Source: an optimization exercise on an open RTL-to-GDS flow (aim: a short achievable clock period and few clock cycles). Production flows keep margins and buffers that such runs may drop.
At most, simulation tests tie the RTL to the original design; equivalence was not proved.
Only the layout flow was run in runs 1 and 3 to 5; the RTL was not checked for function there.
Power and IR drop assume default switching activity.

`flow/run.sh`:
```
#!/bin/bash
# synth_recipe.tcl (not shown) runs the flow's synth.tcl, then flattens the netlist and writes it again
# the make line also repeats each setting of config.mk as NAME=value (left out here)
make -C /OpenROAD-flow-scripts/flow DESIGN_CONFIG=/design/flow/config.mk WORK_HOME=/design/flow/orfs CLKGATE_MAP_FILE= SYNTH_SCRIPT=/design/flow/synth_recipe.tcl finish
```
`flow/config.mk`:
```
export PLATFORM = sky130hd
export DESIGN_NAME = arm
export DESIGN_NICKNAME = arm
export VERILOG_FILES = /design/flow/design.v
export SDC_FILE = /design/flow/constraint.sdc
export NUM_CORES = 4
export LEC_CHECK = 0
export ABC_CLOCK_PERIOD_IN_PS = 4000
export CAP_MARGIN = 20
export CORE_MARGIN = 2
export CORE_UTILIZATION = 40
export SLEW_MARGIN = 20
```
`flow/constraint.sdc`:
```
create_clock -name core_clock -period 16.0 [get_ports {clk}]
set_input_delay 3.2000 -clock core_clock [delete_from_list [all_inputs] [get_ports {clk}]]
set_output_delay 3.2000 -clock core_clock [all_outputs]
set_load 0.01 [all_outputs]
```
`flow/design.v`:
```
module FullAdder (A, B, cin, sum, cout);
	input logic A, B, cin;
	output logic sum, cout;
	assign sum = A ^ B ^ cin;
	assign cout = A&B | cin & (A^B);
endmodule 
module adder #(parameter N = 32) (
	input  logic [N-1:0] a, b,
	input  logic         cin,
	output logic [N-1:0] result,
	output logic         cout0
	);
	localparam int L = $clog2(N);
	logic [N-1:0] p0;
	logic [N-1:0] g [0:L];
	logic [N-1:0] p [0:L];
	assign p0   = a ^ b;
	assign g[0] = (a & b) | {{(N-1){1'b0}}, p0[0] & cin};
	assign p[0] = p0;
	genvar i, k;
	generate
		for (k = 0; k < L; k++) begin : lvl
			for (i = 0; i < N; i++) begin : bit_
				if (i >= (1 << k)) begin : comb
					assign g[k+1][i] = g[k][i] | (p[k][i] & g[k][i - (1 << k)]);
					assign p[k+1][i] = p[k][i] & p[k][i - (1 << k)];
				end else begin : pass
					assign g[k+1][i] = g[k][i];
					assign p[k+1][i] = p[k][i];
				end
			end
		end
	endgenerate
	assign result = p0 ^ {g[L][N-2:0], cin};
	assign cout0  = g[L][N-1];
endmodule
module alu (
	input  logic [31:0] a, b,
	input  logic        sub,       
	input  logic        do_and,    
	input  logic        do_orr,    
	output logic [31:0] Result,
	output logic [3:0]  ALUFlags   
	);
	logic [31:0] bx, sum, pz;
	logic        cout, zsum, zlog;
	assign bx = sub ? ~b : b;
	adder #(.N(32)) adding (.a(a), .b(bx), .cin(sub), .result(sum), .cout0(cout));
	assign pz   = (a ^ bx) ^ {(a[30:0] | bx[30:0]), sub};
	assign zsum = ~|pz;
	assign zlog = do_and ? ~|(a & b) : ~|(a | b);
	always_comb begin
		if (do_and)      Result = a & b;
		else if (do_orr) Result = a | b;
		else             Result = sum;
	end
	assign ALUFlags[3] = Result[31];
	assign ALUFlags[2] = (do_and | do_orr) ? zlog : zsum;
	assign ALUFlags[1] = cout;
	assign ALUFlags[0] = ~(a[31] ^ bx[31]) & (a[31] ^ sum[31]);
endmodule
module reg_file (
	input  logic        clk, wr_en,
	input  logic [31:0] write_data,
	input  logic [3:0]  write_addr,
	input  logic [3:0]  read_addr1, read_addr2,
	output logic [31:0] read_data1, read_data2
	);
	logic [14:0][31:0] memory;
	genvar i;
	generate
		for (i = 0; i < 15; i++) begin : regs
			always_ff @(posedge clk)
				if (wr_en && write_addr == i) memory[i] <= write_data;
		end
	endgenerate
	assign read_data1 = (wr_en && write_addr == read_addr1) ? write_data : memory[read_addr1];
	assign read_data2 = (wr_en && write_addr == read_addr2) ? write_data : memory[read_addr2];
endmodule
module arm (
    input  logic        clk, rst,
    input  logic [31:0] Instr,
    input  logic [31:0] ReadData,
    output logic [31:0] WriteData,
    output logic [31:0] PC, ALUResult,
    output logic        MemWrite
);
    logic [29:0] PCF;
    logic [3:0]       btb_v;
    logic [3:0][7:0]  btb_tag;    
    logic [3:0][9:0]  btb_tgt;    
    logic [31:0] InstrD;
    logic [29:0] PCD;
    logic        validD;
    logic        validE;
    logic [3:0]  CondE;
    logic        RegWriteE, MemWriteE, MemtoRegE, SubE, AndE, OrrE;
    logic        FlagNZE, FlagCVE;
    logic [3:0]  WA3E;
    logic [31:0] SrcAE, SrcBE, StDataE;
    logic        FwdAME, FwdAWE, FwdBME, FwdBWE, FwdSME, FwdSWE;
    logic [3:0]  FlagsReg;        
    logic [31:0] ALUOutM, WriteDataM;
    logic [3:0]  WA3M;
    logic        RegWriteM, MemWriteM, MemtoRegM;
    logic [31:0] ResultW;
    logic [3:0]  WA3W;
    logic        RegWriteW;
    assign PC        = {PCF, 2'b00};
    assign ALUResult = ALUOutM;
    assign WriteData = WriteDataM;
    assign MemWrite  = MemWriteM;
    function automatic logic cond_pass(input logic [3:0] c, input logic [3:0] f);
        logic n, z, cf, v;
        {n, z, cf, v} = f;
        case (c)
            4'h0: cond_pass = z;
            4'h1: cond_pass = ~z;
            4'h2: cond_pass = cf;
            4'h3: cond_pass = ~cf;
            4'h4: cond_pass = n;
            4'h5: cond_pass = ~n;
            4'h6: cond_pass = v;
            4'h7: cond_pass = ~v;
            4'h8: cond_pass = cf & ~z;
            4'h9: cond_pass = ~cf | z;
            4'hA: cond_pass = ~(n ^ v);
            4'hB: cond_pass = n ^ v;
            4'hC: cond_pass = ~z & ~(n ^ v);
            4'hD: cond_pass = z | (n ^ v);
            4'hE: cond_pass = 1'b1;
            default: cond_pass = 1'b0;
        endcase
    endfunction
    logic [7:0] opD;
    logic isAddD, isSubD, isAndD, isOrrD, isLdrD, isStrD, isBD, immD;
    logic useAD, useBD, aluImmD;
    logic [3:0] RA1D, RA2D;
    logic [31:0] RD1, RD2, PC8D, ImmD;
    logic stall;
    assign opD    = InstrD[27:20];
    assign immD   = InstrD[25];
    assign isAddD = (opD[7:6] == 2'b00) & (opD[4:1] == 4'b0100);
    assign isSubD = (opD[7:6] == 2'b00) & (opD[4:1] == 4'b0010);
    assign isAndD = (opD[7:1] == 7'b0000000);
    assign isOrrD = (opD[7:1] == 7'b0001100);
    assign isLdrD = (opD == 8'b01011001);
    assign isStrD = (opD == 8'b01011000);
    assign isBD   = (opD[7:4] == 4'b1010);
    assign aluImmD = ((isAddD | isSubD) & immD) | isLdrD | isStrD;
    assign useAD   = isAddD | isSubD | isAndD | isOrrD | isLdrD | isStrD;
    assign useBD   = ((isAddD | isSubD) & ~immD) | isAndD | isOrrD | isStrD;
    assign RA1D = InstrD[19:16];
    assign RA2D = isStrD ? InstrD[15:12] : InstrD[3:0];
    assign ImmD = (isLdrD | isStrD) ? {20'b0, InstrD[11:0]} : {{24{InstrD[7]}}, InstrD[7:0]};
    assign PC8D = {PCD + 30'd2, 2'b00};
    reg_file u_reg_file (
        .clk       (clk),
        .wr_en     (RegWriteW),
        .write_data(ResultW),
        .write_addr(WA3W),
        .read_addr1(RA1D),
        .read_addr2(RA2D),
        .read_data1(RD1),
        .read_data2(RD2)
    );
    logic [31:0] RD1D, RD2D;
    assign RD1D = (RA1D == 4'd15) ? PC8D : RD1;
    assign RD2D = (RA2D == 4'd15) ? PC8D : RD2;
    logic fa_m, fa_w, fb_m, fb_w;
    assign fa_m = (RA1D != 4'd15) & (RA1D == WA3E);
    assign fa_w = (RA1D != 4'd15) & (RA1D == WA3M) & RegWriteM;
    assign fb_m = (RA2D != 4'd15) & (RA2D == WA3E);
    assign fb_w = (RA2D != 4'd15) & (RA2D == WA3M) & RegWriteM;
    logic condPassE;
    assign stall = validD & validE & MemtoRegE & condPassE &
                   ((useAD & fa_m) | (useBD & fb_m));
    logic [31:0] A, B, StData, ALUResultE;
    logic [3:0]  ALUFlags, FlagsPrime;
    always_comb begin
        if (FwdAME & RegWriteM)      A = ALUOutM;
        else if (FwdAWE)             A = ResultW;
        else                         A = SrcAE;
        if (FwdBME & RegWriteM)      B = ALUOutM;
        else if (FwdBWE)             B = ResultW;
        else                         B = SrcBE;
        if (FwdSME & RegWriteM)      StData = ALUOutM;
        else if (FwdSWE)             StData = ResultW;
        else                         StData = StDataE;
    end
    alu u_alu (
        .a       (A),
        .b       (B),
        .sub     (SubE),
        .do_and  (AndE),
        .do_orr  (OrrE),
        .Result  (ALUResultE),
        .ALUFlags(ALUFlags)
    );
    assign condPassE = cond_pass(CondE, FlagsReg);
    logic doE;
    assign doE = validE & condPassE;
    assign FlagsPrime[3:2] = (doE & FlagNZE) ? ALUFlags[3:2] : FlagsReg[3:2];
    assign FlagsPrime[1:0] = (doE & FlagCVE) ? ALUFlags[1:0] : FlagsReg[1:0];
    logic [29:0] TargetD, PC4D;
    logic takenD, mispD;
    assign TargetD = PCD + 30'd2 + {{6{InstrD[23]}}, InstrD[23:0]};
    assign PC4D    = PCD + 30'd1;
    assign takenD  = isBD & cond_pass(InstrD[31:28], FlagsPrime);
    assign mispD   = validD & (takenD ? (TargetD != PCF) : (PC4D != PCF));
    logic [1:0]  fidx;
    logic        btb_hit;
    assign fidx    = PCF[1:0];
    assign btb_hit = btb_v[fidx] & (btb_tag[fidx] == PCF[9:2]);
    always_ff @(posedge clk) begin
        if (rst)          PCF <= '0;
        else if (mispD)   PCF <= takenD ? TargetD : PC4D;
        else if (stall)   PCF <= PCF;
        else if (btb_hit) PCF <= {PCF[29:10], btb_tgt[fidx]};
        else              PCF <= PCF + 30'd1;
    end
    always_ff @(posedge clk) begin
        if (rst) btb_v <= '0;
        else if (mispD) begin
            btb_v[PCD[1:0]]   <= takenD;
            btb_tag[PCD[1:0]] <= PCD[9:2];
            btb_tgt[PCD[1:0]] <= TargetD[9:0];
        end
    end
    always_ff @(posedge clk) begin
        if (!stall) begin
            InstrD <= Instr;
            PCD    <= PCF;
        end
        if (rst)        validD <= 1'b0;
        else if (!stall) validD <= ~mispD;
    end
    always_ff @(posedge clk) begin
        if (rst) validE <= 1'b0;
        else     validE <= validD & ~stall;
        CondE     <= InstrD[31:28];
        RegWriteE <= isAddD | isSubD | isAndD | isOrrD | isLdrD;
        MemWriteE <= isStrD;
        MemtoRegE <= isLdrD;
        SubE      <= isSubD;
        AndE      <= isAndD;
        OrrE      <= isOrrD;
        FlagNZE   <= InstrD[20] & (isAddD | isSubD | isAndD | isOrrD);
        FlagCVE   <= InstrD[20] & (isAddD | isSubD);
        WA3E      <= InstrD[15:12];
        SrcAE     <= RD1D;
        SrcBE     <= aluImmD ? ImmD : RD2D;
        StDataE   <= RD2D;
        FwdAME    <= fa_m;
        FwdAWE    <= fa_w;
        FwdBME    <= fb_m & ~aluImmD;
        FwdBWE    <= fb_w & ~aluImmD;
        FwdSME    <= fb_m;
        FwdSWE    <= fb_w;
    end
    always_ff @(posedge clk) begin
        if (rst) FlagsReg <= '0;
        else     FlagsReg <= FlagsPrime;
    end
    always_ff @(posedge clk) begin
        if (rst) begin
            RegWriteM <= 1'b0;
            MemWriteM <= 1'b0;
        end else begin
            RegWriteM <= doE & RegWriteE;
            MemWriteM <= doE & MemWriteE;
        end
        MemtoRegM  <= MemtoRegE;
        ALUOutM    <= ALUResultE;
        WriteDataM <= StData;
        WA3M       <= WA3E;
    end
    always_ff @(posedge clk) begin
        if (rst) RegWriteW <= 1'b0;
        else     RegWriteW <= RegWriteM;
        ResultW <= MemtoRegM ? ReadData : ALUOutM;
        WA3W    <= WA3M;
    end
endmodule
```
==> run summary, run 1 <==
register area share after synthesis=0.495; CTS buffer count=93; worst r2r src=FwdBWE; postcts setup bufs=0; global route overflow=0; VDD IR max=87.5 uV; Synth Flop Type=edfxtp_1; Fin Clk Skew=46.0 ps; Hold EP=MemtoRegM; hold path depth=0; Via density=6.06; unique cell type count in the Yosys netlist=101; Critical Path RT=16320 ps; type of origin of the critical path=flip-flop; clock-pin slew on the worst setup and hold paths=60 ps; die width=350 um; EDFF count, synth=614; CP Capture Type=flip-flop; hold_sp=MemtoRegE; synth warn=6; Final TNS setup=0 ps; H-tree Lvls=3; # setup viols final=0; critical path type=reg2reg; core area=119000 um2; fin crit period=9110 ps; CTS Root Cell=clkbuf_16; worst hold path class=reg2reg; I/O Buffers=160; Resized Gates After CTS=0; clock latency on the worst-skew pair=720 ps; per-cell routed wire length=27.3 um; number of global-route vias before repair=35000; Post-Syn Instances=4343; fmax=110 MHz; DRT Pass-1 Iters=6; die area=123000 um2; worst-path maximum fanout=73; max-cap viol count=0; number of flip-flops in the largest register=480; worst rel slew slack=0.208; largest net degree at the start of global routing=153; Vias=36700; global placement routability congestion=0.993; Fill cells=11100; Register-to-Register Path Depth=24; Worst R2R Setup Slack=6890 ps; Initial Util=0.402; r2r endpoint=btb_tag[10]; CTS max path bufs=3; die height=350 um; DR iter-0 viols=4641; Area Growth Syn to Fin=13.6%; Post-Synthesis Cell Area=48000 um2; CTS tree=yes; worst slew pin tran=1180 ps; global-route wire length before repair=239000 um; Critical Path AT=9430 ps; final WL=165000 um; Most flops, register=u_reg_file.memory; Residual DRC=0; Core Rows=127; Post-synth ARST share=0; LEAKAGE=19.5 nW; total power=6.57 mW; RSZ-0062 raised after global routing=no; IO Pins=163; DP HPWL=111000 um; Max Slew Vio Count=0; Mean Syn Cell Area=11.1 um2; WHS=347 ps; hold buffers post-CTS=0; final hold violation count=0; power per cell area=121 nW/um2; ANT nets after route=0; share of cells above drive strength 1=0.135; All-Layer GR Usage=0.265; dpl ws=7150 ps; synthesized flop and latch total=880; final critical-path share of the clock period=0.569; clock sinks=880; initial antenna violation count=6; Nets=4541; final worst-path setup slack=6890 ps; outcome=no timing/DRC/antenna violations
==> synth_stat cells, types with 20 or more instances <==
cell         n  share of area
nor2_1     147          0.011
xnor2_1    158          0.029
a211oi_1    28         0.0044
mux2i_1    197          0.041
o21ai_0    241          0.025
mux4_2     179          0.084
edfxtp_1   614           0.38
a21o_1      51         0.0080
xor2_1     105          0.019
a31oi_1     42         0.0055
buf_1       37         0.0029
nor3_1      61         0.0064
ha_1        99          0.026
o22ai_1     34         0.0044
o2bb2ai_1   22         0.0040
inv_1      100         0.0078
dfxtp_1    266           0.11
nor4_1      29         0.0038
and2_1      25         0.0033
nand2_1    635          0.050
a22o_1      32         0.0058
a311oi_1    25         0.0046
clkbuf_1   237          0.019
nand3_1    188          0.020
o211ai_1    52         0.0081
a21oi_1    247          0.026
and3_1      48         0.0063
mux2_2      99          0.023
buf_2       20         0.0021
nand4_1     54         0.0070
==> report_power, final <==
group / total (mW) / internal (mW) / switching [mW]
combinational: 1.24 / 0.492 / 0.747
sequential: 3.06 / 2.75 / 0.311
clock: 2.27 / 1.29 / 0.979
total: 6.57 / 4.53 / 2.04
==> worst max-delay path, stage by stage (launching register included) <==
cell,delay [ps]
dfxtp_1,420
buf_4,500
mux2_2,410
mux2i_1,410
xnor2_1,170
ha_1,470
nand4_1,270
nor3_1,400
nor2_1,100
nor3_1,350
nor2_1,210
a2111oi_4,370
nor2_1,90
a21o_2,240
a211oi_4,480
nor2_1,230
a21oi_4,180
buf_4,450
nand2_1,100
o21ai_1,160
xor2_1,500
o31a_1,840
nand2_1,370
inv_2,100
buf_4,750
==> cell type report <==
type	instances	area, um2	area share
Multi-Input combinational cell	3048	22900	0.419
Antenna cell	1	2.50	0.0000459
Timing Repair Buffer	243	2270	0.0417
Sequential cell	880	23800	0.436
Clock buffer	120	2610	0.0478
Inverter	108	405	0.00744
Clock inverter	53	598	0.0110
Tap cell	1612	2020	0.0370
==> worst max-delay path by stage <==
stage	from	to
2_1_floorplan	PCD[1]	btb_tag[0]
3_3_place_gp	PCD[1]	btb_tag[3]
3_5_place_dp	FwdAWE	btb_tag[10]
4_1_cts	FwdAWE	btb_tag[5]
5_1_grt	FwdAWE	btb_tgt[17]
6_report	FwdBWE	btb_tag[10]
==> metrics by stage <==
step | area [um2] | utilization | std cells
floorplan | 48000 | - | 4344
global placement | 51300 | 0.429 | 5891
detailed placement | 51300 | 0.429 | 5891
CTS | 54500 | 0.456 | 6064
global route | 54500 | 0.456 | 6064
finish | 54500 | 0.456 | 6065
==> layout by cell type (no fill, tap or decap), drive strengths merged, types with 83 or more instances in the layout <==
cell,n
nand2,636
edfxtp,614
dfxtp,266
o21ai,251
a21oi,250
mux2i,203
nand3,188
mux4,179
clkdlybuf4s50,160
xnor2,158
nor2,147
clkbuf,120
inv,108
xor2,105
mux2,104
ha,99
buf,83
==> layer usage <==
layer  vias to the layer above  routed length (um)  track usage
li1                      16200                   -            -
met3                       298               13600       0.0411
met4                         4                6710        0.103
met5                         -                  27            0
met1                     18400               70000        0.369
met2                      1807               75200        0.414
==> logic make-up (layout without fill, tap and decap cells) <==
| kind of cell | after synthesis | after routing | synth area share |
|---|---|---|---|
| AND/OR/NAND/NOR | 1301 | 1301 | 0.125 |
| AO/OA/AOI/OAI | 895 | 895 | 0.119 |
| flip-flops | 880 | 880 | 0.495 |
| multiplexers | 486 | 486 | 0.152 |
| buffers and inverters | 416 | 524 | 0.0344 |
| XOR/XNOR | 263 | 263 | 0.0480 |
| adder cells (fa/ha/maj) | 101 | 101 | 0.0266 |
| other | 1 | 3 | 0.0000781 |
==> run 2: changes to the inputs <==
--- a/flow/design.v
+++ b/flow/design.v
@@ -10,7 +10,7 @@
 	output logic [N-1:0] result,
 	output logic         cout0
 	);
-	localparam int L = $clog2(N);
+	localparam int L = 5;  
 	logic [N-1:0] p0;
 	logic [N-1:0] g [0:L];
 	logic [N-1:0] p [0:L];
--- a/flow/config.mk
+++ b/flow/config.mk
@@ -5,7 +5,6 @@
 export SDC_FILE = /design/flow/constraint.sdc
 export NUM_CORES = 4
 export LEC_CHECK = 0
-export ABC_CLOCK_PERIOD_IN_PS = 4000
 export CAP_MARGIN = 20
 export CORE_MARGIN = 2
 export CORE_UTILIZATION = 40
==> run 2 against run 1 <==
  * Non-clock buffer count unchanged
  * Register-to-register slack about the same
  * Setup slack unchanged
  * Count of clock-buffer cells in the layout unchanged
  * Die area unchanged
  * Synthesized cell count unchanged
  * Sequential power about the same
  * Sequential share of layout area unchanged
  * Clock skew unchanged
  * Core utilization unchanged
  * Via count unchanged
  * Largest cell class unchanged
==> run summary, run 2 <==
Most flops, register=u_reg_file.memory; All-Layer GR Usage=0.265 (unchanged); worst slew pin tran=1180 ps (unchanged); crit path launch=FwdBWE; commonest non-fill, non-tap cell in the layout=nand2_1; fmax=110 MHz (unchanged); # setup viols final=0 (unchanged); fin crit period=9110 ps (unchanged); DR iter-0 viols=4641 (unchanged); CTS max path bufs=3 (unchanged); Core Rows=127 (unchanged); IO Pins=163 (unchanged); clock sinks=880 (unchanged); LEAKAGE=19.5 nW (unchanged); worst-path maximum fanout=73 (unchanged); CP Capture Type=flip-flop; Synth Flop Type=edfxtp_1; Critical Path RT=16320 ps (about the same); synth warn=6 (unchanged); number of flip-flops in the largest register=480 (unchanged); global route overflow=0 (unchanged); Via density=6.06 (unchanged); DRT Pass-1 Iters=6 (unchanged); number of global-route vias before repair=35000 (unchanged); largest net degree at the start of global routing=153 (unchanged); Resized Gates After CTS=0 (unchanged); Residual DRC=0 (unchanged); share of cells above drive strength 1=0.135 (unchanged); type of origin of the critical path=flip-flop; postcts setup bufs=0 (unchanged); critical path type=reg2reg; H-tree Lvls=3 (unchanged); most used cell along the critical path=nor2_1; Post-Synthesis Cell Area=48000 um2 (unchanged); per-cell routed wire length=27.3 um (unchanged); clock latency on the worst-skew pair=720 ps (about the same); EDFF count, synth=614 (unchanged); Yosys top cell area share=0.384 (unchanged); die width=350 um (unchanged); Post-Syn Instances=4343 (unchanged); final hold violation count=0 (unchanged); CTS buffer count=93 (unchanged); crit-path max cell delay=840 ps (about the same); max-cap viol count=0 (unchanged); CTS Root Cell=clkbuf_16; Synth area leaders=edfxtp_1 38%, dfxtp_1 11%, mux4_2 8.4%; die area=123000 um2 (unchanged); I/O Buffers=160 (unchanged); power per cell area=121 nW/um2 (unchanged); Max Slew Vio Count=0 (unchanged); hold_sp=MemtoRegE; Synth top cells by count=635 x nand2_1, 614 x edfxtp_1, 266 x dfxtp_1; clock-pin slew on the worst setup and hold paths=60 ps (about the same); Vias=36700 (unchanged); worst r2r src=FwdBWE; global-route wire length before repair=239000 um (unchanged); hold buffers post-CTS=0 (unchanged); DP HPWL=111000 um (unchanged); outcome=no timing/DRC/antenna violations; Nets=4541 (unchanged); worst hold path class=reg2reg; die height=350 um (unchanged); most frequent cell after synthesis=nand2_1; most frequent cells in the layout=634 x nand2_1, 614 x edfxtp_1, 262 x dfxtp_1, 247 x a21oi_1, 241 x o21ai_0; dpl ws=7150 ps (unchanged); VDD IR max=87.5 uV (unchanged); register area share after synthesis=0.495 (unchanged); worst rel slew slack=0.208 (unchanged); Cell Chain, Critical Path=buf_4 > mux2_2 > mux2i_1 > xnor2_1 > ha_1 > nand4_1 > nor3_1 > nor2_1 > nor3_1 > nor2_1 > a2111oi_4 > nor2_1 > a21o_2 > a211oi_4 > nor2_1 > a21oi_4 > buf_4 > nand2_1 > o21ai_1 > xor2_1 > o31a_1 > nand2_1 > inv_2 > buf_4; final WL=165000 um (unchanged); global placement routability congestion=0.993 (unchanged); synthesized flop and latch total=880 (unchanged); initial antenna violation count=6 (unchanged); Area Growth Syn to Fin=13.6% (unchanged); Fin Clk Skew=46.0 ps (unchanged); final critical-path share of the clock period=0.569 (unchanged); Final TNS setup=0 ps (unchanged); slowest cell on the critical path=o31a_1; Initial Util=0.402 (unchanged); ANT nets after route=0 (unchanged); largest area contributor in the synthesized netlist=edfxtp_1; Mean Syn Cell Area=11.1 um2 (unchanged); Critical Path AT=9430 ps (about the same); RSZ-0062 raised after global routing=no; core area=119000 um2 (unchanged); unique cell type count in the Yosys netlist=101 (unchanged); CTS tree=yes; Post-synth ARST share=0 (unchanged); final worst-path setup slack=6890 ps (unchanged)
==> run 2: cell counts in the layout (fill, tap and decap cells not counted) <==
Identical to the previous run, type by type.
==> run 2: metal layers <==
metal,global-route usage,share of wire,up-vias
met5,0,0.00016,-
met4,0.103,0.041,4
met3,0.0411,0.082,298
met2,0.414,0.45,1807
met1,0.369,0.42,18400
li1,-,-,16200
==> run 2: metrics by stage <==
stage	total power [mW]	utilization	cell area, um2	hold slack, ps	std cells
3_3_place_gp	4.32	0.429	51300	334	5891
4_1_cts	6.57	0.456	54500	349	6064
5_1_grt	6.78	0.456	54500	353	6064
2_1_floorplan	3.69	-	48000	331	4344
3_5_place_dp	4.32	0.429	51300	340	5891
6_report	6.57	0.456	54500	347	6065
==> run 2: kinds of logic after synthesis <==
| kind of cell | synth area share |
|---|---|
| flops | 0.495 |
| simple gates | 0.125 |
| buf+inv | 0.0344 |
| fa+ha+maj | 0.0266 |
| mux | 0.152 |
| other cells | 0.0000781 |
| compound gates | 0.119 |
| xor+xnor | 0.0480 |
==> run 2: final timing paths <==
kind | to | slack, ps | cells after the start
setup / recovery | btb_tag[10] | 6890 | 24
hold / removal | MemtoRegM | 350 | 0
setup reg to reg | btb_tag[10] | 6890 | 24
hold reg to reg | MemtoRegM | 350 | 0
==> run 2: final cells by class <==
class                           count  area [um2]
Fill cell                       11100       65000
Sequential cell                   880       23800
Multi-Input combinational cell   3048       22900
Clock buffer                      120        2610
Timing Repair Buffer              243        2270
Tap cell                         1612        2020
Clock inverter                     53         598
Inverter                          108         405
Antenna cell                        1        2.50
==> run 2: worst max-delay path: cells and delay by family, from the launching register on <==
family | cells | cell delay (ps)
adders and majority gates | 1 | 470
xor gates and xnor gates | 2 | 670
AOI/OAI and AO/OA | 6 | 2270
muxes | 2 | 820
and+or+nand+nor | 9 | 2120
buffers and inverters | 4 | 1800
DFF | 1 | 420
==> run 2: where the power goes <==
| part | switching [mW] | total [mW] | internal [mW] |
|---|---|---|---|
| Sequential | 0.311 | 3.06 | 2.75 |
| Combinational | 0.747 | 1.24 | 0.492 |
| Clock | 0.979 | 2.27 | 1.29 |
| Total | 2.04 | 6.57 | 4.53 |
Testbench counts of run 2, summed over its fixed seeds: cycles 33,683.
==> run 3: changes to the inputs <==
--- a/flow/design.v
+++ b/flow/design.v
@@ -40,7 +40,8 @@
 	input  logic        do_and,    
 	input  logic        do_orr,    
 	output logic [31:0] Result,
-	output logic [3:0]  ALUFlags   
+	output logic [3:0]  ALUFlags,  
+	output logic        ZFast      
 	);
 	logic [31:0] bx, sum, pz;
 	logic        cout, zsum, zlog;
@@ -55,7 +56,8 @@
 		else             Result = sum;
 	end
 	assign ALUFlags[3] = Result[31];
-	assign ALUFlags[2] = (do_and | do_orr) ? zlog : zsum;
+	assign ZFast       = (do_and | do_orr) ? zlog : zsum;
+	assign ALUFlags[2] = ZFast;
 	assign ALUFlags[1] = cout;
 	assign ALUFlags[0] = ~(a[31] ^ bx[31]) & (a[31] ^ sum[31]);
 endmodule
@@ -173,8 +175,9 @@
     assign fb_m = (RA2D != 4'd15) & (RA2D == WA3E);
     assign fb_w = (RA2D != 4'd15) & (RA2D == WA3M) & RegWriteM;
     logic condPassE;
-    assign stall = validD & validE & MemtoRegE & condPassE &
-                   ((useAD & fa_m) | (useBD & fb_m));
+    logic bstall;
+    assign stall = (validD & validE & MemtoRegE & condPassE &
+                    ((useAD & fa_m) | (useBD & ~isStrD & fb_m))) | bstall;
     logic [31:0] A, B, StData, ALUResultE;
     logic [3:0]  ALUFlags, FlagsPrime;
     always_comb begin
@@ -184,10 +187,11 @@
         if (FwdBME & RegWriteM)      B = ALUOutM;
         else if (FwdBWE)             B = ResultW;
         else                         B = SrcBE;
-        if (FwdSME & RegWriteM)      StData = ALUOutM;
+        if (FwdSME & RegWriteM)      StData = MemtoRegM ? ReadData : ALUOutM;
         else if (FwdSWE)             StData = ResultW;
         else                         StData = StDataE;
     end
+    logic ZFastE;
     alu u_alu (
         .a       (A),
         .b       (B),
@@ -195,7 +199,8 @@
         .do_and  (AndE),
         .do_orr  (OrrE),
         .Result  (ALUResultE),
-        .ALUFlags(ALUFlags)
+        .ALUFlags(ALUFlags),
+        .ZFast   (ZFastE)
     );
     assign condPassE = cond_pass(CondE, FlagsReg);
     logic doE;
@@ -203,11 +208,31 @@
     assign FlagsPrime[3:2] = (doE & FlagNZE) ? ALUFlags[3:2] : FlagsReg[3:2];
     assign FlagsPrime[1:0] = (doE & FlagCVE) ? ALUFlags[1:0] : FlagsReg[1:0];
     logic [29:0] TargetD, PC4D;
+    logic [3:0]  condD, FlagsD;
     logic takenD, mispD;
+    logic needN, needZ, needC, needV, setNZ, setCV;
+    assign condD = InstrD[31:28];
+    always_comb begin
+        needN = 1'b0; needZ = 1'b0; needC = 1'b0; needV = 1'b0;
+        case (condD)
+            4'h0, 4'h1: needZ = 1'b1;
+            4'h2, 4'h3: needC = 1'b1;
+            4'h4, 4'h5: needN = 1'b1;
+            4'h6, 4'h7: needV = 1'b1;
+            4'h8, 4'h9: begin needC = 1'b1; needZ = 1'b1; end
+            4'hA, 4'hB: begin needN = 1'b1; needV = 1'b1; end
+            4'hC, 4'hD: begin needN = 1'b1; needV = 1'b1; needZ = 1'b1; end
+            default: ;
+        endcase
+    end
+    assign setNZ  = validE & condPassE & FlagNZE;
+    assign setCV  = validE & condPassE & FlagCVE;
+    assign bstall = validD & isBD & ((needN & setNZ) | ((needC | needV) & setCV));
+    assign FlagsD = {FlagsReg[3], setNZ ? ZFastE : FlagsReg[2], FlagsReg[1:0]};
     assign TargetD = PCD + 30'd2 + {{6{InstrD[23]}}, InstrD[23:0]};
     assign PC4D    = PCD + 30'd1;
-    assign takenD  = isBD & cond_pass(InstrD[31:28], FlagsPrime);
-    assign mispD   = validD & (takenD ? (TargetD != PCF) : (PC4D != PCF));
+    assign takenD  = isBD & cond_pass(condD, FlagsD);
+    assign mispD   = validD & ~bstall & (takenD ? (TargetD != PCF) : (PC4D != PCF));
     logic [1:0]  fidx;
     logic        btb_hit;
     assign fidx    = PCF[1:0];
@@ -219,12 +244,21 @@
         else if (btb_hit) PCF <= {PCF[29:10], btb_tgt[fidx]};
         else              PCF <= PCF + 30'd1;
     end
+    logic       upd, upd_v;
+    logic [9:0] upd_pc, upd_tgt;
+    always_ff @(posedge clk) begin
+        if (rst) upd <= 1'b0;
+        else     upd <= mispD;
+        upd_v   <= takenD;
+        upd_pc  <= PCD[9:0];
+        upd_tgt <= TargetD[9:0];
+    end
     always_ff @(posedge clk) begin
         if (rst) btb_v <= '0;
-        else if (mispD) begin
-            btb_v[PCD[1:0]]   <= takenD;
-            btb_tag[PCD[1:0]] <= PCD[9:2];
-            btb_tgt[PCD[1:0]] <= TargetD[9:0];
+        else if (upd) begin
+            btb_v[upd_pc[1:0]]   <= upd_v;
+            btb_tag[upd_pc[1:0]] <= upd_pc[9:2];
+            btb_tgt[upd_pc[1:0]] <= upd_tgt;
         end
     end
     always_ff @(posedge clk) begin
==> flow/flow/run.sh (new file) <==
#!/bin/bash
# The standard ORFS layout (standard.sh), with repair_timing asked to leave
# SETUP_SLACK_MARGIN ns of setup slack beyond the clock period, so that gates on
# the critical paths are sized and buffered for speed. The clock, the SDC and
# every other step are unchanged. standard.sh's output goes to standard.log;
# each ORFS step's own log is under orfs/logs/.
set -euo pipefail
export SETUP_SLACK_MARGIN="${MARGIN:-11}"
bash standard.sh > standard.log 2>&1
==> flow/standard.sh (new file) <==
#!/bin/bash
# synth_recipe.tcl (not shown) runs the flow's synth.tcl, then flattens the netlist and writes it again
# the make line also repeats each setting of config.mk as NAME=value (left out here)
make -C /OpenROAD-flow-scripts/flow DESIGN_CONFIG=/design/flow/config.mk WORK_HOME=/design/flow/orfs CLKGATE_MAP_FILE= SYNTH_SCRIPT=/design/flow/synth_recipe.tcl "${@:-finish}"
--- a/flow/config.mk
+++ b/flow/config.mk
@@ -5,6 +5,7 @@
 export SDC_FILE = /design/flow/constraint.sdc
 export NUM_CORES = 4
 export LEC_CHECK = 0
+export ABC_CLOCK_PERIOD_IN_PS = 4000
 export CAP_MARGIN = 20
 export CORE_MARGIN = 2
 export CORE_UTILIZATION = 40
removed: flow/run.sh
==> run 3 against run 2 <==
  * Setup slack improved by 3900 ps
  * Synthesized cell count is 7.9% lower
  * Largest power group unchanged
  * Power grew 3.2%
  * Area after synthesis fell by 0.75%
  * Sequential power grew 4%
  * Non-clock buffer count is 109 higher
  * Combinational power rose by about 10%
  * Worst hold slack better by 26 ps
  * Cell area grew 4.7%
  * Clock skew is 8.2 ps lower
  * Maximum frequency grew 74%
==> run summary, run 3 <==
All-Layer GR Usage=0.255 (-0.00933); Core Util, Final=0.483 (+0.0270); EDFF count, synth=614 (unchanged); fin crit period=5230 ps (-3880 ps); Residual DRC=0 (unchanged); Crit path max-delay family=simple AND/OR/NAND/NOR gates; final worst-path setup slack=10770 ps (+3880 ps); Critical Path RT=16600 ps (+280 ps); power per cell area=119 nW/um2 (-1.4%); type of origin of the critical path=flip-flop; Fin Clk Skew=37.8 ps (-8.25 ps); hold_sp=MemtoRegE; core area=118000 um2 (-1.2%); global-route wire length before repair=231000 um (-3.5%); die height=349 um (-0.37%); global placement routability congestion=0.982 (-1.1%); synth warn=6 (unchanged); Cell Chain, Critical Path=buf_12 > buf_16 > mux2_2 > mux2i_4 > xnor2_2 > inv_1 > ha_4 > xnor2_2 > nor4_4 > nand2_1 > nor3_4 > nor3_2 > o211a_4 > o21ai_4 > buf_6 > buf_6 > nand3_4 > a32oi_2 > nand4_1 > nor4_4 > buf_4 > nand4bb_4 > and3_1 > a211oi_1; worst r2r src=FwdBWE; largest net degree at the start of global routing=99 (-35%); dpl ws=8260 ps (+1110 ps); CTS Root Cell=clkbuf_16; per-cell routed wire length=27.4 um (+0.25%); number of global-route vias before repair=34100 (-2.3%); IO Pins=163 (unchanged); clock sinks=905 (+2.8%); commonest non-fill, non-tap cell in the layout=edfxtp_1; worst slew pin tran=1240 ps (+58.2 ps); Post-synth ARST share=0 (unchanged); fmax=191 MHz (+74%); die area=122000 um2 (-0.74%); LEAKAGE=20.2 nW (+3.3%); Post-DP Area=50900 um2 (-0.76%); Nets=4368 (-3.8%); VDD IR max=120 uV (+37%); Final TNS setup=0 ps (unchanged); Post-Layout Cell Count=5811 (-4.2%); Post-Syn Instances=3998 (-7.9%); Synth Flop Type=edfxtp_1; RSZ-0062 raised after global routing=yes; max-cap viol count=0 (unchanged); CTS buffer count=94 (+1.1%); final critical-path share of the clock period=0.327 (-0.242); unique cell type count in the Yosys netlist=99 (-2.0%); most frequent cells in the layout=614 x edfxtp_1, 400 x nand2_1, 250 x o21ai_0, 243 x mux4_2, 218 x dfxtp_1; Worst R2R Setup Slack=10770 ps (+3880 ps); Max Slew Vio Count=0 (unchanged); CP Capture Type=flip-flop; die width=349 um (-0.37%); Area Growth Syn to Fin=19.8%; largest area contributor in the synthesized netlist=edfxtp_1; worst-path maximum fanout=7 (-90%); Core Rows=126 (-0.79%); worst rel slew slack=0.169 (-0.0390); crit path buf inv count=6 (+2); DR iter-0 viols=4270 (-8.0%); clock latency on the worst-skew pair=690 ps (-30 ps); Synth top cells by count=614 x edfxtp_1, 404 x nand2_1, 291 x dfxtp_1; r2r endpoint=PCF[20]; Initial Util=0.403 (+0.00177); clock-pin slew on the worst setup and hold paths=70 ps (about the same); number of flip-flops in the largest register=480 (unchanged); H-tree Lvls=3 (unchanged); total power=6.78 mW (+3.2%); DRT Pass-1 Iters=6 (unchanged); Via density=6.11 (+0.82%); slowest cell on the critical path=dfxtp_4; global route overflow=0 (unchanged); final WL=159000 um (-4.0%); WHS=373 ps (+25.6 ps); Ant. Diodes=0 (-1); Register-to-Register Path Depth=24 (unchanged); worst hold path class=reg2reg; critical path type=reg2reg; Most flops, register=u_reg_file.memory; ANT nets after route=0 (unchanged); design area=57100 um2 (+4.7%); Mean Syn Cell Area=11.9 um2 (+7.8%); synthesized flop and latch total=905 (+2.8%); crit-path max cell delay=430 ps (-410 ps); Critical Path AT=5830 ps (-3600 ps); placed cell count=5508 (-6.5%); most frequent cell after synthesis=edfxtp_1; Synth area leaders=edfxtp_1 39%, dfxtp_1 12%, mux4_2 11%; share of cells above drive strength 1=0.240 (+0.105); I/O Buffers=160 (unchanged); # setup viols final=0 (unchanged); Post-Synthesis Cell Area=47600 um2 (-0.75%); hold path depth=0 (unchanged); outcome=no timing/DRC/antenna violations; CTS tree=yes; Vias=35500 (-3.4%); Yosys top cell area share=0.387 (+0.00290); Hold EP=MemtoRegM; register area share after synthesis=0.509 (+0.0142); initial antenna violation count=4 (-2); final hold violation count=0 (unchanged); CTS max path bufs=3 (unchanged); DP HPWL=104000 um (-5.9%)
-- run 3: cell count changes in the layout (fill, tap and decap cells not counted), moves of 35 or more --
cell      delta
buf_4       +77
mux4_2      +64
dfxtp_2     +58
o211ai_1    -35
mux2i_4     +35
nand2_1    -234
mux2i_1     -51
dfxtp_1     -44
inv_1       +75
a21oi_1     -65
xor2_1      -45
nand3_1     -83
-- run 3: routing by layer --
layer	part of all wire	global-route usage	wire (um)
met2	0.46	0.407	73200
met4	0.039	0.0904	6270
met3	0.088	0.0366	13900
met5	0.00021	0	34
met1	0.41	0.355	65500
-- run 3: logic make-up (layout without fill, tap and decap cells) --
family / after synthesis / count (layout) / share of synthesized area
AO/OA/AOI/OAI: 756 / 756 / 0.0997
buffers and inverters: 436 / 704 / 0.0358
AND/OR/NAND/NOR: 988 / 996 / 0.0974
other: 1 / 2 / 0.0000787
XOR/XNOR: 255 / 255 / 0.0469
adder cells (fa/ha/maj): 106 / 106 / 0.0282
multiplexers: 551 / 551 / 0.183
flip-flops: 905 / 905 / 0.509
-- run 3: where the power goes --
part,switching (mW),internal (mW)
combinational,0.772,0.599
sequential,0.350,2.84
clock,0.981,1.24
total,2.10,4.68
-- run 3: worst register-to-register path, cell delays in order (launching register included) --
cell and delay [ps]:
dfxtp_4 430, buf_12 150, buf_16 140, mux2_2 370, mux2i_4 210, xnor2_2 150, inv_1 100, ha_4 250
xnor2_2 190, nor4_4 350, nand2_1 150, nor3_4 350, nor3_2 100, o211a_4 180, o21ai_4 200, buf_6 130
buf_6 110, nand3_4 70, a32oi_2 200, nand4_1 200, nor4_4 320, buf_4 190, nand4bb_4 170, and3_1 210
a211oi_1 220
-- run 3: layout make-up --
type                    count  area, um2
inverters                 177        677
flip-flops and latches    905      24400
clock inverters            55        569
multi-input cells        2666      23500
well taps                1536       1920
repair buffers            352       3410
clock buffers             120       2550
fillers                 10400      61000
-- run 3: what timing repair did --
item                                    CTS  global route
endpoints found under the setup margin  196            68
gates cloned                             14             0
hold endpoints to repair                  0             0
resized for setup                       318            77
hold buffers                              0             0
pin swaps                                59            30
setup buffers                           101            13
-- run 3: how the worst max path moves through the flow --
stage	startpoint	end	cells after the start
3_3_place_gp	RegWriteM	PCF[0]	17
4_1_cts	ALUOutM[5]	ALUResult[5]	1
5_1_grt	PCD[10]	PCF[15]	17
2_1_floorplan	rst	btb_tag[0]	3
3_5_place_dp	RegWriteM	PCF[0]	17
6_report	FwdBWE	PCF[20]	24
==> run 4: changes to the inputs <==
--- a/flow/flow/run.sh
+++ b/flow/flow/run.sh
@@ -5,5 +5,5 @@
 # every other step are unchanged. standard.sh's output goes to standard.log;
 # each ORFS step's own log is under orfs/logs/.
 set -euo pipefail
-export SETUP_SLACK_MARGIN="${MARGIN:-11}"
+export SETUP_SLACK_MARGIN="${MARGIN:-12.5}"
 bash standard.sh > standard.log 2>&1
==> run 4 against run 3 <==
  * Die area stayed put
  * Critical path type unchanged
  * Highest routed layer unchanged
  * Register-to-register slack hardly changed
  * Worst hold slack worse by 28 ps
  * Global-route usage is 1.9 points higher
  * Sequential power hardly changed
  * Count of clock-buffer cells in the layout is 16 higher
  * Clock skew is 3.7 ps lower
  * Cell area is 11% higher
  * Synthesized cell count stayed put
  * Wire length is 9.0% higher
  * Area after synthesis stayed put
==> run summary, run 4 <==
outcome=no timing/DRC/antenna violations; number of global-route vias before repair=35900 (+5.2%); initial antenna violation count=5 (+1); Nets=4651 (+6.5%); final WL=173000 um (+9.0%); DP HPWL=105000 um (+0.35%); CTS buffer count=95 (+1.1%); per-cell routed wire length=28.4 um (+3.9%); clock latency on the worst-skew pair=690 ps (about the same); final hold violation count=0 (unchanged); core area=118000 um2 (unchanged); Final TNS setup=0 ps (unchanged); worst-path maximum fanout=7 (unchanged); hold_sp=MemtoRegE; Vias=37700 (+6.2%); number of flip-flops in the largest register=480 (unchanged); EDFF count, synth=614 (unchanged); Residual DRC=0 (unchanged); Core Util, Final=0.537 (+0.0537); fin crit period=5240 ps (+12.7 ps); die height=349 um (unchanged); Synth area leaders=edfxtp_1 39%, dfxtp_1 12%, mux4_2 11%; I/O Buffers=160 (unchanged); LEAKAGE=23.2 nW (+15%); die width=349 um (unchanged); ANT nets after route=0 (unchanged); dpl ws=8600 ps (+338 ps); All-Layer GR Usage=0.274 (+0.0191); largest net degree at the start of global routing=89 (-10%); global route overflow=0 (unchanged); Max Slew Vio Count=0 (unchanged); placed cell count=5499 (-0.16%); # setup viols final=0 (unchanged); Mean Syn Cell Area=11.9 um2 (unchanged); Via density=6.18 (+1.2%); Post-Layout Cell Count=6098 (+4.9%); Post-Synthesis Cell Area=47600 um2 (unchanged); Synth Flop Type=edfxtp_1; critical path type=reg2reg; die area=122000 um2 (unchanged); Fill cells=9731 (-6.0%); WHS=344 ps (-28.1 ps); largest area contributor in the synthesized netlist=edfxtp_1; DR iter-0 viols=4354 (+2.0%); DRT Pass-1 Iters=6 (unchanged); Critical Path RT=16560 ps (-40 ps); RSZ-0062 raised after global routing=yes; worst rel slew slack=0.282 (+0.113); clock-pin slew on the worst setup and hold paths=60 ps (about the same); Core Rows=126 (unchanged); CP Capture Type=flip-flop; power per cell area=115 nW/um2 (-3.6%); VDD IR max=105 uV (-12%); most frequent cell after synthesis=edfxtp_1; max-cap viol count=0 (unchanged); H-tree Lvls=3 (unchanged); CTS tree=yes; global placement routability congestion=0.961 (-2.2%); CTS Root Cell=clkbuf_16; design area=63400 um2 (+11%); synthesized flop and latch total=905 (unchanged); clock sinks=905 (unchanged); synth warn=6 (unchanged); Post-Syn Instances=3998 (unchanged); Post-synth ARST share=0 (unchanged); final worst-path setup slack=10760 ps (-12.7 ps); fmax=191 MHz (-0.24%); Yosys top cell area share=0.387 (unchanged); Initial Util=0.403 (unchanged); Critical Path AT=5800 ps (-30 ps); Most flops, register=u_reg_file.memory; unique cell type count in the Yosys netlist=99 (unchanged); global-route wire length before repair=246000 um (+6.3%); CTS max path bufs=3 (unchanged); type of origin of the critical path=flip-flop; final critical-path share of the clock period=0.328 (+0.000794); Synth top cells by count=614 x edfxtp_1, 404 x nand2_1, 291 x dfxtp_1; most frequent cells in the layout=614 x edfxtp_1, 368 x nand2_1, 270 x buf_4, 243 x mux4_2, 183 x o21ai_0; worst r2r src=FwdBWE; Fin Clk Skew=34.0 ps (-3.74 ps); hold buffers post-CTS=0 (unchanged); register area share after synthesis=0.509 (unchanged); worst slew pin tran=1070 ps (-169 ps); commonest non-fill, non-tap cell in the layout=edfxtp_1; worst hold path class=reg2reg; total power=7.26 mW (+7.1%); IO Pins=163 (unchanged); crit path launch=FwdBWE; Area Growth Syn to Fin=33.1%; share of cells above drive strength 1=0.377 (+0.137); Post-DP Area=51800 um2 (+1.7%)
[run 4: cell count changes in the layout (fill, tap and decap cells not counted), moves of 52 or more]
| cell | before | now |
|---|---|---|
| o21ai_0 | 250 | 183 |
| buf_4 | 156 | 270 |
| clkdlybuf4s50_1 | 151 | 54 |
| mux2_2 | 96 | 44 |
| buf_6 | 15 | 175 |
| dfxtp_1 | 218 | 163 |
| dfxtp_4 | 11 | 63 |
| mux2_4 | 7 | 60 |
[run 4: kinds of logic (layout without fill, tap and decap cells)]
logic type	after synthesis	in the layout	synth area share
adder cells (fa/ha/maj)	106	106	0.0282
buffers and inverters	436	992	0.0358
XOR/XNOR	255	255	0.0469
AND/OR/NAND/NOR	988	994	0.0974
multiplexers	551	551	0.183
AO/OA/AOI/OAI	756	756	0.0997
other	1	3	0.0000787
flip-flops	905	905	0.509
[run 4: final cells by class]
type / count / area [um2] / area share
timing repair inverter: 1 / 8.76 / 0.000138
antenna: 1 / 2.50 / 0.0000395
tap: 1536 / 1920 / 0.0303
clock inverter: 43 / 482 / 0.00760
multi-input combinational: 2664 / 25500 / 0.402
inverter: 177 / 688 / 0.0109
sequential: 905 / 24600 / 0.388
timing repair buffer: 635 / 7470 / 0.118
clock buffer: 136 / 2780 / 0.0438
[run 4: critical path, stage by stage (launching register included)]
cell	delay, ps
dfxtp_4	370
buf_12	140
buf_16	140
mux2_4	310
mux2i_4	210
xnor2_2	190
ha_4	280
xnor2_4	140
nor4_4	410
nand4_1	230
nor3_4	340
nor3_2	100
o211a_4	180
o21ai_4	220
nand2_8	100
a2111oi_4	340
a41oi_2	170
o32a_1	390
buf_4	150
nand4bb_4	300
buf_6	200
nand4_1	120
o31ai_2	80
[run 4: path summary, 6_finish.rpt]
path | to | slack [ps] | cells past startpoint
worst max-delay path | PCF[11] | 10760 | 22
worst min-delay path | MemtoRegM | 340 | 0
worst max register to register | PCF[11] | 10760 | 22
worst min register to register | MemtoRegM | 340 | 0
[run 4: metal layers]
layer	share of wire	global-route usage	up-vias	wire [um]
met5	0.000058	0	-	10
met4	0.047	0.116	2	8230
met3	0.086	0.0352	400	14900
met2	0.46	0.432	2158	79800
met1	0.41	0.382	19100	70400
li1	-	-	16100	-
[run 4: timing repair]
item                       in CTS  in global routing
gates cloned                   42                  7
pin swaps                      96                137
setup buffers                 254                116
setup endpoints to repair     440                385
gates resized for setup      1001                361
[run 4: where the power goes]
part	switching (mW)	internal, mW	total [mW]
sequential	0.358	2.86	3.22
clock	0.968	1.34	2.31
combinational	0.905	0.833	1.74
total	2.23	5.03	7.26
==> run 5: changes to the inputs <==
--- a/flow/design.v
+++ b/flow/design.v
@@ -100,8 +100,8 @@
     logic        FlagNZE, FlagCVE;
     logic [3:0]  WA3E;
     logic [31:0] SrcAE, SrcBE, StDataE;
-    logic        FwdAME, FwdAWE, FwdBME, FwdBWE, FwdSME, FwdSWE;
-    logic [3:0]  FlagsReg;        
+    logic        FwdAE, FwdBE, FwdSE;     
+    logic [3:0]  FlagsReg;                
     logic [31:0] ALUOutM, WriteDataM;
     logic [3:0]  WA3M;
     logic        RegWriteM, MemWriteM, MemtoRegM;
@@ -134,12 +134,14 @@
             default: cond_pass = 1'b0;
         endcase
     endfunction
+    logic condPassE, doE;
+    assign condPassE = cond_pass(CondE, FlagsReg);
+    assign doE       = validE & condPassE;
     logic [7:0] opD;
     logic isAddD, isSubD, isAndD, isOrrD, isLdrD, isStrD, isBD, immD;
     logic useAD, useBD, aluImmD;
     logic [3:0] RA1D, RA2D;
-    logic [31:0] RD1, RD2, PC8D, ImmD;
-    logic stall;
+    logic [31:0] RD1, RD2, PC8D, ImmD, ResultM;
     assign opD    = InstrD[27:20];
     assign immD   = InstrD[25];
     assign isAddD = (opD[7:6] == 2'b00) & (opD[4:1] == 4'b0100);
@@ -166,83 +168,72 @@
         .read_data1(RD1),
         .read_data2(RD2)
     );
-    logic [31:0] RD1D, RD2D;
-    assign RD1D = (RA1D == 4'd15) ? PC8D : RD1;
-    assign RD2D = (RA2D == 4'd15) ? PC8D : RD2;
+    assign ResultM = MemtoRegM ? ReadData : ALUOutM;
     logic fa_m, fa_w, fb_m, fb_w;
     assign fa_m = (RA1D != 4'd15) & (RA1D == WA3E);
     assign fa_w = (RA1D != 4'd15) & (RA1D == WA3M) & RegWriteM;
     assign fb_m = (RA2D != 4'd15) & (RA2D == WA3E);
     assign fb_w = (RA2D != 4'd15) & (RA2D == WA3M) & RegWriteM;
-    logic condPassE;
-    logic bstall;
-    assign stall = (validD & validE & MemtoRegE & condPassE &
-                    ((useAD & fa_m) | (useBD & ~isStrD & fb_m))) | bstall;
-    logic [31:0] A, B, StData, ALUResultE;
-    logic [3:0]  ALUFlags, FlagsPrime;
+    logic [31:0] RD1D, RD2D;
     always_comb begin
-        if (FwdAME & RegWriteM)      A = ALUOutM;
-        else if (FwdAWE)             A = ResultW;
-        else                         A = SrcAE;
-        if (FwdBME & RegWriteM)      B = ALUOutM;
-        else if (FwdBWE)             B = ResultW;
-        else                         B = SrcBE;
-        if (FwdSME & RegWriteM)      StData = MemtoRegM ? ReadData : ALUOutM;
-        else if (FwdSWE)             StData = ResultW;
-        else                         StData = StDataE;
-    end
-    logic ZFastE;
-    alu u_alu (
-        .a       (A),
-        .b       (B),
-        .sub     (SubE),
-        .do_and  (AndE),
-        .do_orr  (OrrE),
-        .Result  (ALUResultE),
-        .ALUFlags(ALUFlags),
-        .ZFast   (ZFastE)
-    );
-    assign condPassE = cond_pass(CondE, FlagsReg);
-    logic doE;
-    assign doE = validE & condPassE;
-    assign FlagsPrime[3:2] = (doE & FlagNZE) ? ALUFlags[3:2] : FlagsReg[3:2];
-    assign FlagsPrime[1:0] = (doE & FlagCVE) ? ALUFlags[1:0] : FlagsReg[1:0];
-    logic [29:0] TargetD, PC4D;
-    logic [3:0]  condD, FlagsD;
-    logic takenD, mispD;
-    logic needN, needZ, needC, needV, setNZ, setCV;
+        if (RA1D == 4'd15) RD1D = PC8D;
+        else if (fa_w)     RD1D = ResultM;
+        else               RD1D = RD1;
+        if (RA2D == 4'd15) RD2D = PC8D;
+        else if (fb_w)     RD2D = ResultM;
+        else               RD2D = RD2;
+    end
+    logic wrE;
+    assign wrE = doE & RegWriteE;
+    logic stall, lstall, bstall;
+    assign lstall = validD & wrE & MemtoRegE &
+                    ((useAD & fa_m) | (useBD & ~isStrD & fb_m));
+    assign stall  = lstall | bstall;
+    logic [29:0] TargetD, PC4D, PCPlus1F, PCHoldF;
+    logic [3:0]  condD;
+    logic needN, needC, needV, setNZ, setCV, ZFastE, ZD;
+    logic neT, neN, btb_hit;
+    logic taken0, taken1, misp0, misp1, mispD, takenD;
+    logic [29:0] next0, next1;
+    logic [1:0]  fidx;
     assign condD = InstrD[31:28];
     always_comb begin
-        needN = 1'b0; needZ = 1'b0; needC = 1'b0; needV = 1'b0;
+        needN = 1'b0; needC = 1'b0; needV = 1'b0;
         case (condD)
-            4'h0, 4'h1: needZ = 1'b1;
-            4'h2, 4'h3: needC = 1'b1;
-            4'h4, 4'h5: needN = 1'b1;
-            4'h6, 4'h7: needV = 1'b1;
-            4'h8, 4'h9: begin needC = 1'b1; needZ = 1'b1; end
-            4'hA, 4'hB: begin needN = 1'b1; needV = 1'b1; end
-            4'hC, 4'hD: begin needN = 1'b1; needV = 1'b1; needZ = 1'b1; end
+            4'h2, 4'h3, 4'h8, 4'h9: needC = 1'b1;
+            4'h4, 4'h5:             needN = 1'b1;
+            4'h6, 4'h7:             needV = 1'b1;
+            4'hA, 4'hB, 4'hC, 4'hD: begin needN = 1'b1; needV = 1'b1; end
             default: ;
         endcase
     end
-    assign setNZ  = validE & condPassE & FlagNZE;
-    assign setCV  = validE & condPassE & FlagCVE;
+    assign setNZ  = doE & FlagNZE;
+    assign setCV  = doE & FlagCVE;
     assign bstall = validD & isBD & ((needN & setNZ) | ((needC | needV) & setCV));
-    assign FlagsD = {FlagsReg[3], setNZ ? ZFastE : FlagsReg[2], FlagsReg[1:0]};
     assign TargetD = PCD + 30'd2 + {{6{InstrD[23]}}, InstrD[23:0]};
     assign PC4D    = PCD + 30'd1;
-    assign takenD  = isBD & cond_pass(condD, FlagsD);
-    assign mispD   = validD & ~bstall & (takenD ? (TargetD != PCF) : (PC4D != PCF));
-    logic [1:0]  fidx;
-    logic        btb_hit;
-    assign fidx    = PCF[1:0];
-    assign btb_hit = btb_v[fidx] & (btb_tag[fidx] == PCF[9:2]);
-    always_ff @(posedge clk) begin
-        if (rst)          PCF <= '0;
-        else if (mispD)   PCF <= takenD ? TargetD : PC4D;
-        else if (stall)   PCF <= PCF;
-        else if (btb_hit) PCF <= {PCF[29:10], btb_tgt[fidx]};
-        else              PCF <= PCF + 30'd1;
+    assign neT     = (TargetD != PCF);
+    assign neN     = (PC4D != PCF);
+    assign taken0 = isBD & cond_pass(condD, {FlagsReg[3], 1'b0, FlagsReg[1:0]});
+    assign taken1 = isBD & cond_pass(condD, {FlagsReg[3], 1'b1, FlagsReg[1:0]});
+    assign misp0  = validD & ~bstall & (taken0 ? neT : neN);
+    assign misp1  = validD & ~bstall & (taken1 ? neT : neN);
+    assign fidx     = PCF[1:0];
+    assign btb_hit  = btb_v[fidx] & (btb_tag[fidx] == PCF[9:2]);
+    assign PCPlus1F = PCF + 30'd1;
+    always_comb begin
+        if (stall)        PCHoldF = PCF;
+        else if (btb_hit) PCHoldF = {PCF[29:10], btb_tgt[fidx]};
+        else              PCHoldF = PCPlus1F;
+    end
+    assign next0 = misp0 ? (taken0 ? TargetD : PC4D) : PCHoldF;
+    assign next1 = misp1 ? (taken1 ? TargetD : PC4D) : PCHoldF;
+    assign ZD     = setNZ ? ZFastE : FlagsReg[2];
+    assign mispD  = ZD ? misp1 : misp0;
+    assign takenD = ZD ? taken1 : taken0;
+    always_ff @(posedge clk) begin
+        if (rst) PCF <= '0;
+        else     PCF <= ZD ? next1 : next0;
     end
     logic       upd, upd_v;
     logic [9:0] upd_pc, upd_tgt;
@@ -261,12 +252,27 @@
             btb_tgt[upd_pc[1:0]] <= upd_tgt;
         end
     end
+    logic [31:0] A, B, StData, ALUResultE;
+    logic [3:0]  ALUFlags;
+    assign A      = FwdAE ? ALUOutM : SrcAE;
+    assign B      = FwdBE ? ALUOutM : SrcBE;
+    assign StData = FwdSE ? ResultM : StDataE;
+    alu u_alu (
+        .a       (A),
+        .b       (B),
+        .sub     (SubE),
+        .do_and  (AndE),
+        .do_orr  (OrrE),
+        .Result  (ALUResultE),
+        .ALUFlags(ALUFlags),
+        .ZFast   (ZFastE)
+    );
     always_ff @(posedge clk) begin
         if (!stall) begin
             InstrD <= Instr;
             PCD    <= PCF;
         end
-        if (rst)        validD <= 1'b0;
+        if (rst)         validD <= 1'b0;
         else if (!stall) validD <= ~mispD;
     end
     always_ff @(posedge clk) begin
@@ -285,23 +291,23 @@
         SrcAE     <= RD1D;
         SrcBE     <= aluImmD ? ImmD : RD2D;
         StDataE   <= RD2D;
-        FwdAME    <= fa_m;
-        FwdAWE    <= fa_w;
-        FwdBME    <= fb_m & ~aluImmD;
-        FwdBWE    <= fb_w & ~aluImmD;
-        FwdSME    <= fb_m;
-        FwdSWE    <= fb_w;
+        FwdAE     <= fa_m & wrE;
+        FwdBE     <= fb_m & wrE & ~aluImmD;
+        FwdSE     <= fb_m & wrE;
     end
     always_ff @(posedge clk) begin
         if (rst) FlagsReg <= '0;
-        else     FlagsReg <= FlagsPrime;
+        else begin
+            if (doE & FlagNZE) FlagsReg[3:2] <= ALUFlags[3:2];
+            if (doE & FlagCVE) FlagsReg[1:0] <= ALUFlags[1:0];
+        end
     end
     always_ff @(posedge clk) begin
         if (rst) begin
             RegWriteM <= 1'b0;
             MemWriteM <= 1'b0;
         end else begin
-            RegWriteM <= doE & RegWriteE;
+            RegWriteM <= wrE;
             MemWriteM <= doE & MemWriteE;
         end
         MemtoRegM  <= MemtoRegE;
@@ -312,7 +318,7 @@
     always_ff @(posedge clk) begin
         if (rst) RegWriteW <= 1'b0;
         else     RegWriteW <= RegWriteM;
-        ResultW <= MemtoRegM ? ReadData : ALUOutM;
+        ResultW <= ResultM;
         WA3W    <= WA3M;
     end
 endmodule
==> run 5 against run 4 <==
  * Sequential power about the same
  * Power increased by 9.7%
  * Critical endpoint is now PCF[14]
  * Cell area increased by 6.1%
  * Non-clock buffer count increased by 103
  * Critical path depth increased by 1
  * Wire length increased by 19%
  * Sequential share of layout area decreased by 2.4 points
  * Largest cell class unchanged
==> run summary, run 5 <==
Fin Clk Skew=52.4 ps (+18.4 ps); LEAKAGE=25.2 nW (+8.7%); most frequent cells in the layout=628 x nand2_1, 614 x edfxtp_1, 365 x buf_4, 224 x nor2_1, 192 x inv_1; Adder-Cell Fraction of Synth Area=0.0270 (-0.00114); Synth area leaders=edfxtp_1 37%, dfxtp_1 12%, mux4_2 7.0%; share of cells above drive strength 1=0.330 (-0.0468); most frequent cell after synthesis=nand2_1; Via density=6.26 (+1.2%); CTS max path bufs=3 (unchanged); CP Capture Type=flip-flop; power per cell area=118 nW/um2 (+3.4%); per-cell routed wire length=29.7 um (+4.3%); global-route wire length before repair=288000 um (+17%); DR iter-0 viols=5623 (+29%); RSZ-0062 raised after global routing=yes; die area=127000 um2 (+4.2%); global placement routability congestion=0.962 (+0.18%); I/O Buffers=160 (unchanged); footprint of the multi-input gates=27800 um2 (+9.2%); Fill cells=10300 (+5.5%); critical path type=reg2reg; die height=356 um (+2.1%); Mean Syn Cell Area=10.5 um2 (-12%); synth warn=6 (unchanged); outcome=no timing/DRC/antenna violations; unique cell type count in the Yosys netlist=94 (-5.1%); die width=356 um (+2.1%); Area Growth Syn to Fin=35.5%; final critical-path share of the clock period=0.296 (-0.0320); type of origin of the critical path=flip-flop; r2r endpoint=PCF[14]; Max Slew Vio Count=0 (unchanged); synthesized flop and latch total=902 (-0.33%); Synth Area in XOR/XNOR=0.0536 (+0.00670); post-synthesis compound-gate area fraction=0.125 (+0.0251); number of flip-flops in the largest register=480 (unchanged); Post-Synthesis Cell Area=49600 um2 (+4.2%); clock-pin slew on the worst setup and hold paths=70 ps (about the same); Most flops, register=u_reg_file.memory; EDFF count, synth=614 (unchanged); Core Util, Final=0.545 (+0.00792); register area share after synthesis=0.488 (-0.0218); design area=67300 um2 (+6.1%); clock latency on the worst-skew pair=720 ps (+30 ps); worst-path maximum fanout=8 (+1); final hold violation count=0 (unchanged); Post-Syn Instances=4736 (+18%); worst r2r src=PCD[10]; CTS buffer count=96 (+1.1%); Register-to-Register Path Depth=23 (+4.5%); largest area contributor in the synthesized netlist=edfxtp_1; Yosys top cell area share=0.371 (-0.0156); worst slew pin tran=1130 ps (+59.8 ps); Final TNS setup=0 ps (unchanged); FF+latch area=24500 um2 (-0.37%); Setup crit end=PCF[14]; VDD IR max=97.9 uV (-6.6%); Post-DP Area=53700 um2 (+3.6%); max-cap viol count=0 (unchanged); Nets=5393 (+16%); fin crit period=4730 ps (-512 ps); Core Rows=129 (+2.4%); Simple-Gate Fraction of Synth Area=0.147 (+0.0494); worst rel slew slack=0.245 (-0.0372); CTS Root Cell=clkbuf_16; post-synthesis mux area share=0.114 (-0.0685); IO Pins=163 (unchanged); Critical Path AT=5290 ps (-510 ps); Post-synth ARST share=0 (unchanged); Critical Path RT=16560 ps (about the same); H-tree Lvls=3 (unchanged); ANT nets after route=0 (unchanged); Initial Util=0.402 (-0.00138); worst hold path class=reg2reg; clock sinks=902 (-0.33%); # setup viols final=0 (unchanged); fmax=211 MHz (+11%); largest net degree at the start of global routing=63 (-29%); Residual DRC=0 (unchanged); largest family of logic cells by synthesized area=simple AND/OR/NAND/NOR gates; final worst-path setup slack=11270 ps (+512 ps); Worst R2R Setup Slack=11270 ps (+510 ps); number of global-route vias before repair=41000 (+14%); global route overflow=0 (unchanged); CTS tree=yes; DRT Pass-1 Iters=6 (unchanged); final WL=206000 um (+19%); commonest non-fill, non-tap cell in the layout=nand2_1; total power=7.97 mW (+9.7%); dpl ws=9780 ps (+1180 ps); Vias=43400 (+15%); Synth Flop Type=edfxtp_1; initial antenna violation count=5 (unchanged); All-Layer GR Usage=0.310 (+0.0351); Synth top cells by count=645 x nand2_1, 614 x edfxtp_1, 288 x dfxtp_1; core area=123000 um2 (+4.6%); crit path launch=PCD[10]; DP HPWL=117000 um (+12%)
## run 5: area by class of cell
cell class              count  area share
well taps                1637      0.0304
flip-flops and latches    902       0.364
diodes                      1   0.0000372
clock inverters            42     0.00692
clock buffers             137      0.0422
inverters                 224      0.0128
multi-input cells        3259       0.413
repair buffers            738       0.130
## run 5: power by group
group / switching (mW) / total, mW / internal, mW
clock: 1.01 / 2.35 / 1.34
sequential: 0.343 / 3.23 / 2.89
combinational: 1.36 / 2.39 / 1.03
## run 5: metrics by stage
step,hold slack [ps],std cells
detailed placement,339,6242
global placement,337,6242
CTS,348,6833
finish,347,6940
global route,360,6939
floorplan,331,4737
## run 5: cell families after synthesis
family,Yosys count
and+or+nand+nor,1539
AOI/OAI and AO/OA,953
DFF,902
buffers and inverters,583
muxes,369
xor gates and xnor gates,283
adders and majority gates,106
other,1
## run 5: repair_timing
| action | CTS | global route |
|---|---|---|
| setup endpoints to repair | 421 | 380 |
| hold buffers | 0 | 0 |
| gates cloned | 65 | 18 |
| pin swaps | 183 | 185 |
| gates resized for setup | 1241 | 278 |
| buffers inserted | 347 | 88 |
## run 5: worst min path at each step
stage               startpoint   endpoint  slack (ps)  cells after the start
floorplan            MemtoRegE  MemtoRegM         330                      0
global placement     MemtoRegE  MemtoRegM         340                      0
detailed placement   MemtoRegE  MemtoRegM         340                      0
CTS                  MemtoRegE  MemtoRegM         350                      0
global route         MemtoRegE  MemtoRegM         360                      0
finish               MemtoRegE  MemtoRegM         350                      0
## run 5: critical path, stage by stage (launching register included)
cell,delay (ps)
edfxtp_1,440
buf_4,140
nand4_1,100
buf_6,160
nor4_4,280
buf_6,180
nand3_4,80
xnor2_2,130
buf_4,160
ha_4,350
nand2_8,80
nor2_4,130
a21oi_2,80
buf_4,160
o311ai_4,340
nor2_4,90
xor2_2,190
a2111o_1,410
nor4_4,350
nand3_4,190
buf_12,180
buf_16,140
nand4_1,120
o221ai_2,110
## run 5: metal layers
metal / up-vias / global-route usage / wire length [um]
li1: 18500 / - / -
met1: 21600 / 0.412 / 78200
met2: 2768 / 0.473 / 91500
met3: 591 / 0.0607 / 22200
met4: 8 / 0.176 / 13800
met5: - / 0 / 49

## what the ideal ports hide
The results above use ideal ports. As a check the final layouts listed here were re-extracted and re-timed, cells and wires unchanged.
Step 1 sets driving cells, clkbuf_16 on the clock port and buf_2 on the other inputs (assumed; they add their load-dependent delay and slew).
Step 2 adds t to the input delays and takes it off the output delays; t is the mean of the earliest and latest rising clock arrival at the registers after step 1. Input paths then give back, and output paths get back, about the clock's delay inside the block.
Three values: ideal ports, drivers, drivers and shift; two values: the first two.
run | shift t [ns] | setup WS [ns] | worst hold slack (ns) | worst setup path at the end | clock arrival spread, ns
run 1 | 0.771 | 6.892 / 6.892 / 6.892 | 0.347 / 0.347 / 0.347 | register to register | 0.046 / 0.046
run 2 | 0.771 | 6.892 / 6.892 / 6.892 | 0.347 / 0.347 / 0.347 | register to register | 0.046 / 0.046
run 3 | 0.751 | 10.771 / 10.771 / 10.771 | 0.373 / 0.373 / 0.373 | register to register | 0.039 / 0.038
run 4 | 0.747 | 10.758 / 10.758 / 10.758 | 0.344 / 0.344 / 0.344 | register to register | 0.038 / 0.038
run 5 | 0.777 | 11.270 / 11.270 / 11.235 | 0.347 / 0.347 / 0.347 | input to register | 0.056 / 0.056
After both steps setup and hold are still met in every run listed. For run 5, which loses most, drivers alone change the setup slack by 0.000 ns; drivers and shift together by -0.035 ns.
